This design comes from an exercise in tuning for small area on the open sky130 flow, not from production work.
Only simulation tests tie the RTL to the original design; equivalence was not proved.
The flow treats the clock pin as an ideal source. Dropping or thinning the clock tree relies on that and would not hold on a real chip.
Power and IR drop assume default switching activity.

==> build 75: inputs <==
Design axi_stream_router, start of the top module:
module axi_stream_router (
    input  logic         clk,
    input  logic         rst,
    input  logic         s_tvalid,
    input  logic [21:0]  s_tdata,
    output logic         s_tready,
    input  logic         config_tvalid,
    input  logic [23:0]  config_tdata,
    output logic         config_tready,
    output logic         m0_tvalid,
    output logic [21:0]  m0_tdata,
    input  logic         m0_tready,
    output logic         m1_tvalid,
    output logic [21:0]  m1_tdata,
    input  logic         m1_tready,
    output logic         m2_tvalid,
    output logic [21:0]  m2_tdata,
    input  logic         m2_tready
);
    logic [2:0]  ph;
    logic [21:0] data;
    logic [7:0]  rem;      
    logic [7:0]  cnt1, cnt2;
    wire st_idle   = ~ph[2] & ~ph[0];
    wire st_config =  ph[0] & ~ph[1];
    wire st_r0     =  ph[1] & ~ph[2];
    wire st_r1     =  ph[2] &  ph[0];
    wire st_r2     =  ph[1] & ~ph[0];
    wire st_done   =  ph[2] & ~ph[1];
    assign s_tready      = ph[1];
    assign config_tready = st_config;
    wire cap0 = st_r0 & s_tvalid & m0_tready;
    wire cap1 = st_r1 & s_tvalid & m1_tready;
    wire cap2 = st_r2 & s_tvalid & m2_tready;
    wire cap  = cap0 | cap1 | cap2;
    wire zero = (rem == 8'd0);
    wire fin  = zero & ((st_r0 & m0_tvalid & m0_tready) |
                        (st_r1 & m1_tvalid & m1_tready) |
                        (st_r2 & m2_tvalid & m2_tready));
    wire adv = st_idle | st_done | (st_config & config_tvalid) | fin;
    always_ff @(posedge clk or posedge rst) begin
        if (rst) begin
            ph        <= 3'b000;
            m0_tvalid <= 1'b0;
            m1_tvalid <= 1'b0;
            m2_tvalid <= 1'b0;
        end else begin
            if (adv) ph <= {ph[1], ph[0], ~ph[2]};
            m0_tvalid <= cap0;
            m1_tvalid <= cap1;
            m2_tvalid <= cap2;
        end
    end
    always_ff @(posedge clk) begin
        data <= s_tdata;
        if (!ph[1]) begin
            rem  <= config_tdata[23:16];
            cnt1 <= config_tdata[15:8];
            cnt2 <= config_tdata[7:0];
        end else if (fin) begin
            rem  <= ph[2] ? cnt2 : cnt1;
        end else begin
            rem  <= rem - {7'd0, cap};
        end
    end
    assign m0_tdata = data;
    assign m1_tdata = data;
    assign m2_tdata = data;
endmodule
==> module axi_stream_router, before the edit <==
module axi_stream_router (
    input  logic         clk,
    input  logic         rst,
    input  logic         s_tvalid,
    input  logic [21:0]  s_tdata,
    output logic         s_tready,
    input  logic         config_tvalid,
    input  logic [23:0]  config_tdata,
    output logic         config_tready,
    output logic         m0_tvalid,
    output logic [21:0]  m0_tdata,
    input  logic         m0_tready,
    output logic         m1_tvalid,
    output logic [21:0]  m1_tdata,
    input  logic         m1_tready,
    output logic         m2_tvalid,
    output logic [21:0]  m2_tdata,
    input  logic         m2_tready
);
    logic [2:0]  ph;
    logic [21:0] data;
    logic [7:0]  rem;      
    logic [7:0]  cnt1, cnt2;
    wire st_idle   = ~ph[2] & ~ph[0];
    wire st_config =  ph[0] & ~ph[1];
    wire st_r0     =  ph[1] & ~ph[2];
    wire st_r1     =  ph[2] &  ph[0];
    wire st_r2     =  ph[1] & ~ph[0];
    wire st_done   =  ph[2] & ~ph[1];
    assign s_tready      = ph[1];
    assign config_tready = st_config;
    wire cap0 = st_r0 & s_tvalid & m0_tready;
    wire cap1 = st_r1 & s_tvalid & m1_tready;
    wire cap2 = st_r2 & s_tvalid & m2_tready;
    wire cap  = cap0 | cap1 | cap2;
    wire zero = (rem == 8'd0);
    wire fin  = zero & ((st_r0 & m0_tvalid & m0_tready) |
                        (st_r1 & m1_tvalid & m1_tready) |
                        (st_r2 & m2_tvalid & m2_tready));
    wire adv = st_idle | st_done | (st_config & config_tvalid) | fin;
    always_ff @(posedge clk or posedge rst) begin
        if (rst) begin
            ph        <= 3'b000;
            m0_tvalid <= 1'b0;
            m1_tvalid <= 1'b0;
            m2_tvalid <= 1'b0;
        end else begin
            if (adv) ph <= {ph[1], ph[0], ~ph[2]};
            m0_tvalid <= cap0;
            m1_tvalid <= cap1;
            m2_tvalid <= cap2;
        end
    end
    always_ff @(posedge clk) begin
        data <= s_tdata;
        if (!ph[1]) begin
            rem  <= config_tdata[23:16];
            cnt1 <= config_tdata[15:8];
            cnt2 <= config_tdata[7:0];
        end else if (fin) begin
            rem  <= ph[2] ? cnt2 : cnt1;
        end else begin
            rem  <= rem - {7'd0, cap};
        end
    end
    assign m0_tdata = data;
    assign m1_tdata = data;
    assign m2_tdata = data;
endmodule
==> flow/config.mk <==
export PLATFORM = sky130hd
export DESIGN_NAME = axi_stream_router
export DESIGN_NICKNAME = axi_stream_router
export VERILOG_FILES = /design/flow/design.v
export SDC_FILE = /design/flow/constraint.sdc
export NUM_CORES = 4
export LEC_CHECK = 0
export CAP_MARGIN = 20
export CORE_MARGIN = 2
export CORE_UTILIZATION = 40
export PLACE_DENSITY = 0.6
export SLEW_MARGIN = 20
==> flow/constraint.sdc <==
create_clock -name core_clock -period 4.0 [get_ports {clk}]
set_input_delay 0.8000 -clock core_clock [delete_from_list [all_inputs] [get_ports {clk}]]
set_output_delay 0.8000 -clock core_clock [all_outputs]
set_load 0.01 [all_outputs]
standard.sh (not shown) runs the stock make flow with config.mk's settings and CLKGATE_MAP_FILE= SYNTH_SCRIPT=/design/flow/synth_recipe.tcl, a recipe that flattens the netlist after the stock synthesis.
==> flow/flow/run.sh <==
#!/bin/bash
# Standard ORFS layout, with the smallest buffer on the ports and a small clock tree
# without dummy loads. Each tool's output goes to a log of its own in this folder;
# ORFS keeps per-step logs under orfs/logs/.
set -euo pipefail
bash standard.sh \
  "BUFFER_PORTS_ARGS=-buffer_cell sky130_fd_sc_hd__buf_1" \
  "CTS_ARGS=-repair_clock_nets -dont_use_dummy_load -root_buf sky130_fd_sc_hd__clkbuf_16 -buf_list {sky130_fd_sc_hd__clkbuf_16}" \
  finish > make_finish.log 2>&1
==> inputs of build 86, as changes to build 75 <==
--- a/flow/flow/run.sh
+++ b/flow/flow/run.sh
@@ -5,5 +5,5 @@
 set -euo pipefail
 bash standard.sh \
   "BUFFER_PORTS_ARGS=-buffer_cell sky130_fd_sc_hd__buf_1" \
-  "CTS_ARGS=-repair_clock_nets -dont_use_dummy_load -root_buf sky130_fd_sc_hd__clkbuf_16 -buf_list {sky130_fd_sc_hd__clkbuf_16}" \
+  "CTS_ARGS=-sink_clustering_enable -repair_clock_nets -dont_use_dummy_load -root_buf sky130_fd_sc_hd__clkbuf_8 -buf_list {sky130_fd_sc_hd__clkbuf_8}" \
   finish > make_finish.log 2>&1
==> inputs of trial 88, as changes to build 75 <==
--- a/flow/design.v
+++ b/flow/design.v
@@ -63,7 +63,8 @@
             cnt1 <= config_tdata[15:8];
             cnt2 <= config_tdata[7:0];
         end else if (fin) begin
-            rem  <= ph[2] ? cnt2 : cnt1;
+            rem  <= cnt1;
+            cnt1 <= cnt2;
         end else begin
             rem  <= rem - {7'd0, cap};
         end
==> flow/run.sh (new file) <==
#!/bin/bash
# synth_recipe.tcl (not shown) runs the flow's synth.tcl, then flattens the netlist and writes it again
# the make line also repeats each setting of config.mk as NAME=value (left out here)
make -C /OpenROAD-flow-scripts/flow DESIGN_CONFIG=/design/flow/config.mk WORK_HOME=/design/flow/orfs CLKGATE_MAP_FILE= SYNTH_SCRIPT=/design/flow/synth_recipe.tcl finish
removed: flow/flow/run.sh
removed: flow/standard.sh
==> inputs of trial 79, as changes to build 75 <==
==> flow/design.v (replaced) <==
typedef struct packed {
    logic [7:0] port0_count;
    logic [7:0] port1_count;
    logic [7:0] port2_count;
} config_t;
module axi_stream_router (
    input  logic         clk,
    input  logic         rst,
    input  logic         s_tvalid,
    input  logic [21:0]  s_tdata,
    output logic         s_tready,
    input  logic         config_tvalid,
    input  logic [23:0]  config_tdata,
    output logic         config_tready,
    output logic         m0_tvalid,
    output logic [21:0]  m0_tdata,
    input  logic         m0_tready,
    output logic         m1_tvalid,
    output logic [21:0]  m1_tdata,
    input  logic         m1_tready,
    output logic         m2_tvalid,
    output logic [21:0]  m2_tdata,
    input  logic         m2_tready
);
    logic [2:0]  ph;
    logic [21:0] data;
    logic [7:0]  rem;
    logic [7:0]  cnt1, cnt2;
    assign s_tready      = ph[1];
    assign config_tready = ph[0] & ~ph[1];
    wire cap0 = ph[1] & ~ph[2] & s_tvalid & m0_tready;
    wire cap1 = ph[2] &  ph[0] & s_tvalid & m1_tready;
    wire cap2 = ph[1] & ~ph[0] & s_tvalid & m2_tready;
    wire cap  = cap0 | cap1 | cap2;
    wire zero = (rem == 8'd0);
    wire fin0 = zero & m0_tvalid & m0_tready & ~ph[2];
    wire fin1 = zero & m1_tvalid & m1_tready &  ph[0];
    wire fin2 = zero & m2_tvalid & m2_tready &  ph[1];
    wire fin  = fin0 | fin1 | fin2;
    always_ff @(posedge clk or posedge rst) begin
        if (rst) begin
            ph        <= 3'b000;
            m0_tvalid <= 1'b0;
            m1_tvalid <= 1'b0;
            m2_tvalid <= 1'b0;
        end else begin
            ph[0]     <= ph[0] ? ~fin1 : ~ph[2];
            ph[1]     <= ph[1] ? ~fin2 : (ph[0] & config_tvalid);
            ph[2]     <= ph[2] ? ph[1] : fin0;
            m0_tvalid <= cap0;
            m1_tvalid <= cap1;
            m2_tvalid <= cap2;
        end
    end
    wire fcfg = ph[0] & ~ph[1] & config_tvalid;
    wire capc = cap & ~fin;
    logic [7:0] t;
    always_comb begin
        t[0] = capc;
        for (int i = 1; i < 8; i++) t[i] = t[i-1] & ~rem[i-1];
    end
    wire [7:0] tog = t | ({8{fcfg}} & config_tdata[23:16]) |
                     ({8{fin0}} & cnt1) | ({8{fin1}} & cnt2);
    always_ff @(posedge clk) begin
        data <= s_tdata;
        rem  <= (~ph[2] & ~ph[0]) ? 8'd0 : rem ^ tog;
        if (!ph[1]) begin
            cnt1 <= config_tdata[15:8];
            cnt2 <= config_tdata[7:0];
        end
    end
    assign m0_tdata = data;
    assign m1_tdata = data;
    assign m2_tdata = data;
endmodule
==> flow/flow/run.sh (replaced) <==
#!/bin/bash
# Standard ORFS layout with three changes:
#  - synthesis maps the logic with an area-oriented ABC script (flow/abc_area.script)
#    instead of ORFS's speed script; everything else in synthesis is the standard flow's own script;
#  - the port buffers use the smallest buffer cell;
#  - the clock tree is 3 clkbuf_8, one per group of registers (flow/cts_pre.tcl).
# Each tool's output goes to a log of its own in this folder (make_finish.log holds the
# make run; ORFS keeps per-step logs under orfs/logs/).
set -euo pipefail
WD=$(pwd)
cat > "$WD/synth_area.tcl" <<TCL
puts "synth_area.tcl: mapping with $WD/flow/abc_area.script"
proc abc {args} {
  set i [lsearch -exact \$args -script]
  if {\$i >= 0} { set args [lreplace \$args \$i [expr {\$i + 1}] -script $WD/flow/abc_area.script] }
  yosys abc {*}\$args
}
source $WD/synth_recipe.tcl
TCL
export CLK_BUF_CELL=sky130_fd_sc_hd__clkbuf_8
export CLK_BUF_GROUPS=3
bash standard.sh \
  "SYNTH_SCRIPT=$WD/synth_area.tcl" \
  "BUFFER_PORTS_ARGS=-buffer_cell sky130_fd_sc_hd__buf_1" \
  "PRE_CTS_TCL=$WD/flow/cts_pre.tcl" \
  finish > make_finish.log 2>&1
==> flow/flow/abc_area.script (new file) <==
&get -n
&st
&dch
&nf -a -R 1000
&put
==> flow/flow/cts_pre.tcl (new file) <==
# Clock tree: the registers' clock pins are split into CLK_BUF_GROUPS groups by position
# (k-means), and each group gets one clock buffer at its centre, driven by the clock port.
# This replaces TritonCTS, which builds a root and four leaf buffers for this small design.
set cts_block [ord::get_db_block]
set cts_dbu [$cts_block getDbUnitsPerMicron]
set cts_net [$cts_block findNet clk]
set cts_k $::env(CLK_BUF_GROUPS)
set pins {}
foreach it [$cts_net getITerms] {
  set inst [$it getInst]
  set box [$inst getBBox]
  lappend pins [list "[$inst getName]/[[$it getMTerm] getName]" \
    [expr { ([$box xMin] + [$box xMax]) / 2.0 / $cts_dbu }] \
    [expr { ([$box yMin] + [$box yMax]) / 2.0 / $cts_dbu }]]
}
set pins [lsort -real -index 1 $pins]
set n [llength $pins]
# start from k slices along x
set cents {}
for { set c 0 } { $c < $cts_k } { incr c } {
  set p [lindex $pins [expr { int(($c + 0.5) * $n / $cts_k) }]]
  lappend cents [list [lindex $p 1] [lindex $p 2]]
}
for { set iter 0 } { $iter < 50 } { incr iter } {
  set groups {}
  for { set c 0 } { $c < $cts_k } { incr c } { lappend groups {} }
  foreach p $pins {
    set best 0
    set bd 1e30
    for { set c 0 } { $c < $cts_k } { incr c } {
      set dx [expr { [lindex $p 1] - [lindex $cents $c 0] }]
      set dy [expr { [lindex $p 2] - [lindex $cents $c 1] }]
      set d [expr { $dx * $dx + $dy * $dy }]
      if { $d < $bd } { set bd $d; set best $c }
    }
    lset groups $best [concat [lindex $groups $best] [list $p]]
  }
  set cents {}
  foreach g $groups {
    set sx 0.0; set sy 0.0
    foreach p $g { set sx [expr { $sx + [lindex $p 1] }]; set sy [expr { $sy + [lindex $p 2] }] }
    set m [expr { max(1, [llength $g]) }]
    lappend cents [list [expr { $sx / $m }] [expr { $sy / $m }]]
  }
}
set c 0
foreach g $groups cent $cents {
  if { [llength $g] == 0 } { continue }
  set loads {}
  foreach p $g { lappend loads [get_pins [lindex $p 0]] }
  puts "cts_pre: group $c, [llength $g] clock pins, $::env(CLK_BUF_CELL) at $cent"
  insert_buffer -buffer_cell $::env(CLK_BUF_CELL) -net clk -load_pins $loads -location $cent \
    -buffer_name clkbuf_leaf_$c -net_name clk_leaf_$c
  incr c
}
rename clock_tree_synthesis tritoncts_clock_tree_synthesis
proc clock_tree_synthesis { args } {
  puts "clock_tree_synthesis replaced by the clock buffers above"
  set_propagated_clock [all_clocks]
}
==> out/metrics.csv <==
metric;value;unit
CP Buf/Inv Count;0;
final-layout clock-cell area share;0.0521;
routability-driven placement congestion ratio;0.761;
H-Tree Depth;2;
setup ws final;1.24;ns
fraction of area in registers;0.512;
amount of wire on met2 after detailed routing;1930;µm
status;timing/DRC/antenna clean;
Final Net Count;302;
number of non-clock buffers;123;
type of element capturing the critical path;flop;
Hold Path Class;in -> async;
[end of results for build 75]
==> out/metrics.csv <==
metric;value;unit
setup ws final;1.30;ns
H-Tree Depth;2;
type of element capturing the critical path;output port;
final-layout clock-cell area share;0.0346;
antenna diode count;0;
amount of wire on met2 after detailed routing;2300;µm
fraction of area in registers;0.382;
number of non-clock buffers;125;
status;timing/DRC/antenna clean;
routability-driven placement congestion ratio;0.763;
Hold Path Class;reg -> reg;
[end of results for trial 88]
==> out/metrics.csv <==
metric;value;unit
type of element capturing the critical path;flop;
Final Net Count;302;
number of non-clock buffers;123;
CP Buf/Inv Count;0;
final-layout clock-cell area share;0.0293;
sequential share of power;0.627;
H-Tree Depth;2;
fraction of area in registers;0.525;
CP top delay family;simple AND/OR/NAND/NOR gates;
amount of wire on met2 after detailed routing;1930;µm
routability-driven placement congestion ratio;0.761;
status;timing/DRC/antenna clean;
[end of results for build 86]
==> out/metrics.csv <==
metric;value;unit
status;timing/DRC/antenna clean;
final-report max-slew violation count;0;
fraction of area in registers;0.568;
number of global-route vias before repair;1102;
standby leakage power;0.782;nW
routability-driven placement congestion ratio;0.830;
number of distinct library cells after synthesis;22;
P_seq;657;µW
Hold Path Class;in -> async;
setup ws final;1.43;ns
number of non-clock inverters;3;
type of element capturing the critical path;flop;
CP Buf/Inv Count;0;
core region area;4660;µm²
pin slew with the least headroom to its limit;0.398;ns
Final Net Count;290;
[end of results for trial 79]
In trial 79 the design's own scripts or RTL, not TritonCTS, make the clock network.

## afterwards: timing with drivers on the ports
No port has a modelled driver above. Below, the same layouts with a new extraction and two added sets of constraints.
Step 1 (the two cells are an assumption about what drives the block):
set clk [get_ports {clk}]
set_driving_cell -lib_cell sky130_fd_sc_hd__clkbuf_16 $clk
set_driving_cell -lib_cell sky130_fd_sc_hd__buf_2 [delete_from_list [all_inputs] $clk]
Step 2 moves the port delays by t, midway between the first and last clock arrival at a register: inputs arrive t later, outputs are due t later. That takes back most of the time a late clock gives input paths.
Slacks: ideal ports / drivers / drivers and shift; pairs: ideal ports / drivers.
run | t, ns | setup WS [ns] | hold WS [ns] | cell pins on the clock port's net
build 75 | 0.306 | 1.244 / 1.244 / 1.114 | 0.415 / 0.404 / 0.608 | 1
build 86 | 0.315 | 1.241 / 1.241 / 1.117 | 0.401 / 0.395 / 0.614 | 1
trial 88 | 0.320 | 1.300 / 1.276 / 1.075 | 0.531 / 0.531 / 0.531 | 1
trial 79 | 0.198 | 1.431 / 1.431 / 1.304 | 0.470 / 0.447 / 0.473 | 3
After both steps every run listed still meets setup and hold. For trial 88, which loses most, drivers alone change the setup slack by -0.024 ns; drivers and shift together by -0.225 ns.
